Context: an optimization exercise on an open-source flow, tuned for small area. The choices shown serve that exercise and are no tape-out recipe. Only simulation tests tie the RTL to the original design; equivalence was not proved.

===== config.mk =====
export PLATFORM = sky130hd
export DESIGN_NAME = xula2
export DESIGN_NICKNAME = xula2
export VERILOG_FILES = /design/flow/design.v
export SDC_FILE = /design/flow/constraint.sdc
export NUM_CORES = 4
export LEC_CHECK = 0
export CAP_MARGIN = 20
export CORE_MARGIN = 2
export CORE_UTILIZATION = 40
export SLEW_MARGIN = 20

===== constraint.sdc =====
create_clock -name core_clock -period 10.0 [get_ports {clock}]
set_input_delay 2.0000 -clock core_clock [delete_from_list [all_inputs] [get_ports {clock}]]
set_output_delay 2.0000 -clock core_clock [all_outputs]
set_load 0.01 [all_outputs]

===== design.v =====
`timescale 1ns/10ps
module xula2 (
    clock,
    resetn,
    led,
    bcm14_txd,
    bcm15_rxd
);
input clock;
input resetn;
output [7:0] led;
input bcm14_txd;
output bcm15_rxd;
reg rxs;                     
reg [6:0] tmr;               
reg [3:0] bitc;              
reg [3:0] bytec;             
reg busy;                    
reg txm;                     
reg txo;                     
reg [3:0] c;                 
wire tend = (tmr == 7'd103);
wire tmid = (tmr == 7'd52);
wire dbit = (bitc != 4'd0) && (bitc != 4'd9);    
reg [69:0] pbuf;             
reg w;                       
wire [27:0] ax = {pbuf[3:0], pbuf[15:8], pbuf[23:16], pbuf[31:24]};
wire [29:0] dx = {pbuf[45:40], pbuf[53:46], pbuf[61:54], pbuf[69:62]};
wire [27:0] ar = {pbuf[33:30], pbuf[45:38], pbuf[53:46], pbuf[61:54]};
wire lane_wr = w && (ax[27:6] == 22'd0) && (ax[1:0] == 2'd0);
wire upd_on  = w && (ax == 28'h40);
wire upd_off = w && (ax == 28'h44);
wire led_wr  = w && (ax == 28'h80);
wire rd      = (ar[27:7] == 21'd0) && (ar[1:0] == 2'd0) &&
               (ar[6:2] >= 5'd18) && (ar[6:2] <= 5'd25);
wire [2:0] rk = ar[4:2] - 3'd2;      
wire exec = txm && (bytec == 4'd0);                     
wire cap  = txm && (bytec == 4'd11) && (bitc == 4'd9);   
wire [8:0] lft = dx[8:0];
wire [8:0] sam = dx[17:9];
wire [8:0] rht = dx[26:18];
wire [2:0] flg = dx[29:27];
wire [8:0] h = {lft[8], lft[8:1]} + {rht[8], rht[8:1]};
wire cq = h[0] | (lft[0] & rht[0]);
wire half = flg[0];
wire minus = ~(flg[1] ^ flg[0]);
wire [8:0] x = half ? h : {h[8], h[8:1]};
wire cin = half ? minus : (minus ? ~cq : cq);
wire [8:0] fres = sam + (x ^ {9{minus}}) + {8'd0, cin};
reg [303:0] ring;
wire [18:0] cur = ring[303:285];     
wire [18:0] nxl = ring[284:266];     
wire we = exec && lane_wr && (c == ax[5:2]);
wire [8:0] pn = we ? fres : cur[17:9];
wire en = we ? flg[2] : cur[18];
reg upd;
wire [8:0] zn = (upd && cur[18]) ? cur[17:9] : cur[8:0];
always @(posedge clock) begin
    ring <= {ring[284:0], en, pn, zn};
end
reg [8:0] dh, dl;            
reg [7:0] ledreg;
always @(posedge clock, negedge resetn) begin
    if (!resetn) begin
        dh <= 9'd0;
        dl <= 9'd0;
        upd <= 1'b0;
        ledreg <= 8'd0;
    end else begin
        if (cap && rd && (c == {rk, 1'b0})) begin
            dl <= cur[8:0];
            dh <= nxl[8:0];
        end
        if (exec && upd_on) upd <= 1'b1;
        if (exec && upd_off) upd <= 1'b0;
        if (exec && led_wr) ledreg <= dx[7:0];
    end
end
wire [2:0] j = bitc[2:0] - 3'd1;
reg txbit;
always @(*) begin
    case (bytec)
        4'd0: txbit = 8'hde >> j;
        4'd1: txbit = (j == 3'd0) ? ~w : (j == 3'd1) ? w : 1'b0;
        4'd7: txbit = 8'hca >> j;
        4'd8: txbit = (j == 3'd0) & dh[8];
        4'd9: txbit = dh[j];
        4'd10: txbit = (j == 3'd0) & dl[8];
        4'd11: txbit = dl[j];
        default: txbit = pbuf[0];
    endcase
end
wire rx_shift = busy && !txm && tmid && dbit &&
                (((bytec >= 4'd2) && (bytec <= 4'd6)) || (bytec >= 4'd9) ||
                 ((bytec == 4'd8) && (bitc <= 4'd6)));
wire tx_shift = txm && tend && dbit && (bytec >= 4'd2) && (bytec <= 4'd6);
always @(posedge clock) begin
    rxs <= bcm14_txd;
    if (rx_shift || tx_shift)
        pbuf <= {(txm ? pbuf[0] : rxs), pbuf[69:1]};
    if (busy && !txm && tmid && (bytec == 4'd1) && (bitc == 4'd2))
        w <= rxs;
end
always @(posedge clock, negedge resetn) begin
    if (!resetn) begin
        tmr <= 7'd0;
        bitc <= 4'd0;
        bytec <= 4'd0;
        busy <= 1'b0;
        txm <= 1'b0;
        txo <= 1'b1;
        c <= 4'd0;
    end else begin
        c <= c + 4'd1;
        txo <= txm ? ((bitc == 4'd0) ? 1'b0 : (bitc == 4'd9) ? 1'b1 : txbit) : 1'b1;
        if (txm) begin
            tmr <= tend ? 7'd0 : tmr + 7'd1;
            if (tend) begin
                if (bitc == 4'd9) begin
                    bitc <= 4'd0;
                    bytec <= bytec + 4'd1;
                end else begin
                    bitc <= bitc + 4'd1;
                end
            end
            if (cap && (tmr == 7'd20)) begin
                txm <= 1'b0;
                bytec <= 4'd0;
                bitc <= 4'd0;
            end
        end else if (!busy) begin
            tmr <= 7'd0;
            bitc <= 4'd0;
            if (!rxs) busy <= 1'b1;
        end else begin
            tmr <= tend ? 7'd0 : tmr + 7'd1;
            if (tend) bitc <= bitc + 4'd1;
            if (tmid && (bitc == 4'd9)) begin
                busy <= 1'b0;
                if (bytec == 4'd11) begin
                    txm <= 1'b1;
                    bytec <= 4'd0;
                    tmr <= 7'd0;
                    bitc <= 4'd0;
                end else begin
                    bytec <= bytec + 4'd1;
                end
            end
        end
    end
end
assign bcm15_rxd = txo;
reg [23:0] lf;
reg tone;
wire lf_end = (lf == 24'h4948fa);
wire lf_fb = ~(lf[23] ^ lf[22] ^ lf[21] ^ lf[16]);
always @(posedge clock, negedge resetn) begin
    if (!resetn) begin
        lf <= 24'hcf90ec;
        tone <= 1'b0;
    end else begin
        lf <= lf_end ? 24'd0 : {lf[22:0], lf_fb};
        if (lf_end) tone <= ~tone;
    end
end
assign led = ledreg | {7'd0, tone};
endmodule

===== run.sh =====
#!/bin/bash
# synth_recipe.tcl (not shown) runs the flow's synth.tcl, then flattens the netlist and writes it again
# the make line also repeats each setting of config.mk as NAME=value (left out here)
make -C /OpenROAD-flow-scripts/flow DESIGN_CONFIG=/design/flow/config.mk WORK_HOME=/design/flow/orfs CLKGATE_MAP_FILE= SYNTH_SCRIPT=/design/flow/synth_recipe.tcl finish

==> impl_metrics.toml <==
[place]
gp_congestion = 0.7770
io_buffer_count = 11
dp_hpwl_um = 11930

[drt]
drtIter0Drc = 287
wl_per_cell_um = 13.97
num_vias = 6229
drt-vias-per-instance = 4.520
drc_errors = 0
ant_nets = 0
drt_wl_total_um = 19250
first_pass_iters = 4

[clock_tree]
post_cts_buffers = 0
path_clk_slew_ps = 60
clk_latency_ps = 560
cts_made_buffers = 42
cts_tree = "done"
postCtsHoldBufs = 0
cts-root-buf = "clkbuf_16"
cts_resized = 0
clkSinkCount = 450
cts_max_level = 2
clk_path_buf_depth = 3

[min_path]
hold_path_class = "flop to flop"
min_path_cells = 0

[synth]
syn_area_per_cell_um2 = 15.04
synthArstFlopShare_pct = 16.44
synthesis.nets = 919
yosys.area.top_type = "dfxtp_1"
ys_ff_latch = 450
synthDistinctLibCells = 60
yosysWarnings = 1
netlist_instances = 880
yosysSeqAreaShare_pct = 76.36
syn_area_um2 = 13240
synth_area_leaders = "dfxtp_1 (46%), edfxtp_1 (16%), dfrtp_1 (11%)"
synth_flop_cell = "dfxtp_1"
synth_edf_count = 71
yosysTopAreaCellShare_pct = 46.13

[timing]
clock_skew_ps = 23.05
fin_crit_ps = 3753
hold_viol = 0
setup_viol = 0
rsz0062_at_grt = "false"
min_period_over_period_pct = 37.53
relSlewSlack_pct = 37.09
tightest_slew_ps = 943.7
tns_ps = 0
final-max-slew-violation-count = 0
worst_hold_slack_ps = 307.5
fmax_ghz = 0.2664

[power]
powerDensity_nw_per_um2 = 234.3
power.share.clock_pct = 45.0
power_frac_comb_pct = 2.2
p_leak_uw = 0.005974
internal_power_uw = 2816
p_sw_uw = 749.2
peakVddDrop_uv = 152.2
seqPwrFrac_pct = 52.7
p_total_uw = 3565
p_sw_share_pct = 21.01

[run_status]
status = "timing/DRC/antenna clean"

[worst_setup_path]
startpoint_type = "flop"
end_kind = "flop"
arrival_ps = 4190
crit_type = "flop to flop"
cp_max_fo = 4
required_ps = 10440
reg2reg_depth = 16

[global_routing]
grt_max_degree = 75
gr-usage-all-layers_pct = 11.59
grt_pass1_vias = 6097
grt_antenna_before_repair = 1
overflow = 0
grt_pass1_wl_um = 31710

[die]
die_w_um = 185.9
io_pins = 12
rows = 66
die_area_um2 = 34560
core_um2 = 32540
start_util_pct = 40.68
die_h_um = 185.9

[cells_and_area]
n_antenna_cell = 0
finalNetCount = 942
layout-drive-gt1-share_pct = 15.60
fillCellCount = 2923
regArea_um2 = 10110
multiInputGateArea_um2 = 2884
areaGrowthSynthToFinish_pct = 14.94

[job]
cap_violations = 0
[worst max-delay path: stages, from the launching register on]
cell      delay, ps
edfxtp_1        410
ha_1            260
inv_1            80
fa_1            200
nor2b_1          70
o31a_1          280
o311ai_0        550
nand3_1         170
nand3_1         140
xnor2_1         150
ha_1            280
or2_2           300
a21oi_1         140
a31oi_1          70
xnor2_1         200
xnor2_1          80
mux2_2          270
[state kept, by name, summed over array words and instances (netlist names), 4 cells and up]
register  count
bitc          4
bytec         4
c             4
dh            9
dl            9
ledreg        8
lf           24
pbuf         70
ring        304
tmr           7
[per-stage QoR]
step,cell area (um2),setup WS (ps),cells,utilization [%]
floorplan,13240,6419,880,-
global placement,13750,6407,1301,42.27
detailed placement,13760,6264,1301,42.29
finish,15210,6247,1378,46.76
CTS,15210,6235,1378,46.76
global route,15210,5902,1378,46.76
[area by class of cell]
cell class / instances / area share [%]
sequential: 450 / 66.43
multi-input combinational: 370 / 18.96
timing repair buffer: 12 / 0.7566
clock inverter: 22 / 1.793
clock buffer: 55 / 7.763
tap: 442 / 3.635
inverter: 27 / 0.6661
[worst paths after layout]
kind / startpoint / endpoint / slack (ps)
min reg2reg: ring[22] / ring[41] / 310
max in group asynchronous: resetn / tone / 7790
min: ring[22] / ring[41] / 310
max reg2reg: pbuf[63] / ring[17] / 6250
max: pbuf[63] / ring[17] / 6250
min in group asynchronous: resetn / c[0] / 1610
[cell usage in the layout (no fill, tap or decap), types with 5 or more instances in the layout]
cell type / instances
nor2b_1: 20
mux2i_1: 9
edfxtp_1: 71
a31oi_1: 11
nor2_1: 30
mux2_2: 43
xnor2_1: 18
xor2_1: 21
clkbuf_1: 6
nor4_1: 8
o21ai_0: 24
nand2_1: 29
clkbuf_16: 43
ha_1: 33
clkinv_2: 12
nand3_1: 16
nor3_1: 15
a21oi_1: 15
or2_2: 5
dfxtp_1: 305
clkbuf_8: 6
dfrtp_1: 60
clkdlybuf4s50_1: 10
nand4_1: 8
dfstp_2: 14
inv_1: 26
[power by group through the flow]
stage	Combinational, uW	Clock, uW	Sequential (uW)
6_report	78.6	1610	1880
5_1_grt	90.1	1730	1880
4_1_cts	79.9	1650	1880
2_1_floorplan	69.3	0	1900
3_3_place_gp	76.6	0	1920
3_5_place_dp	79.6	0	1920
[cell usage after synthesis, drive strengths merged (2+ instances only)]
cell	count
or2	5
buf	10
and3	3
nor2b	20
clkbuf	23
nor3	15
o31ai	4
dfrtp	60
mux2	43
nand3	16
edfxtp	71
dfxtp	305
a21o	2
a21oi	15
nand2b	3
nor3b	2
fa	3
nand4	8
nor2	30
dfstp	14
mux4	4
o21ai	24
inv	27
a31oi	11
o31a	2
a22o	3
nor4b	4
o21a	4
mux2i	9
nand2	29
and2	2
ha	33
and3b	2
xor2	21
a211o	2
or3	2
xnor2	18
nand3b	3
a41oi	2
nor4	9
[routing by layer]
| layer | vias up | global-route usage (%) | routed length [um] |
|---|---|---|---|
| li1 | 3066 | - | - |
| met1 | 3053 | 17.36 | 10020 |
| met2 | 80 | 16.58 | 8160 |
| met3 | 30 | 2.504 | 714 |
| met4 | 0 | 3.906 | 356 |
| met5 | - | 0 | 0 |
[cell families (layout without fill, tap and decap cells)]
group,count (synthesis),after routing,synth area share (%)
DFF,450,450,76.36
and+or+nand+nor,158,158,6.589
AOI/OAI and AO/OA,81,81,3.914
buffers and inverters,60,116,1.966
muxes,56,56,5.019
xor gates and xnor gates,39,39,2.581
adders and majority gates,36,36,3.573

separate check: timing with driven ports:
In the flow no input, the clock included, has a driving cell. The finished layout below was timed again as built, in two steps.
Step 1 (the two cells are an assumption about what drives the block):
set clk [get_ports {clock}]
set_driving_cell -lib_cell sky130_fd_sc_hd__clkbuf_16 $clk
set_driving_cell -lib_cell sky130_fd_sc_hd__buf_2 [delete_from_list [all_inputs] $clk]
Step 2 also shifts input and output timing later by t, the mid clock arrival at the registers, as if the neighbouring blocks saw the same clock.
a / b / c = no drivers / after step 1 / after step 2; a / b = the first two.
t (ns): 0.593
slack for setup (ns): 6.247 / 6.247 / 6.247
slew at the worst register clock pin (ns): 0.07 / 0.07
cell pins on the clock port's net: 1
After both steps setup and hold are still met in this run. The setup slack of this run moves by 0.000 ns with the drivers and by 0.000 ns with both steps.
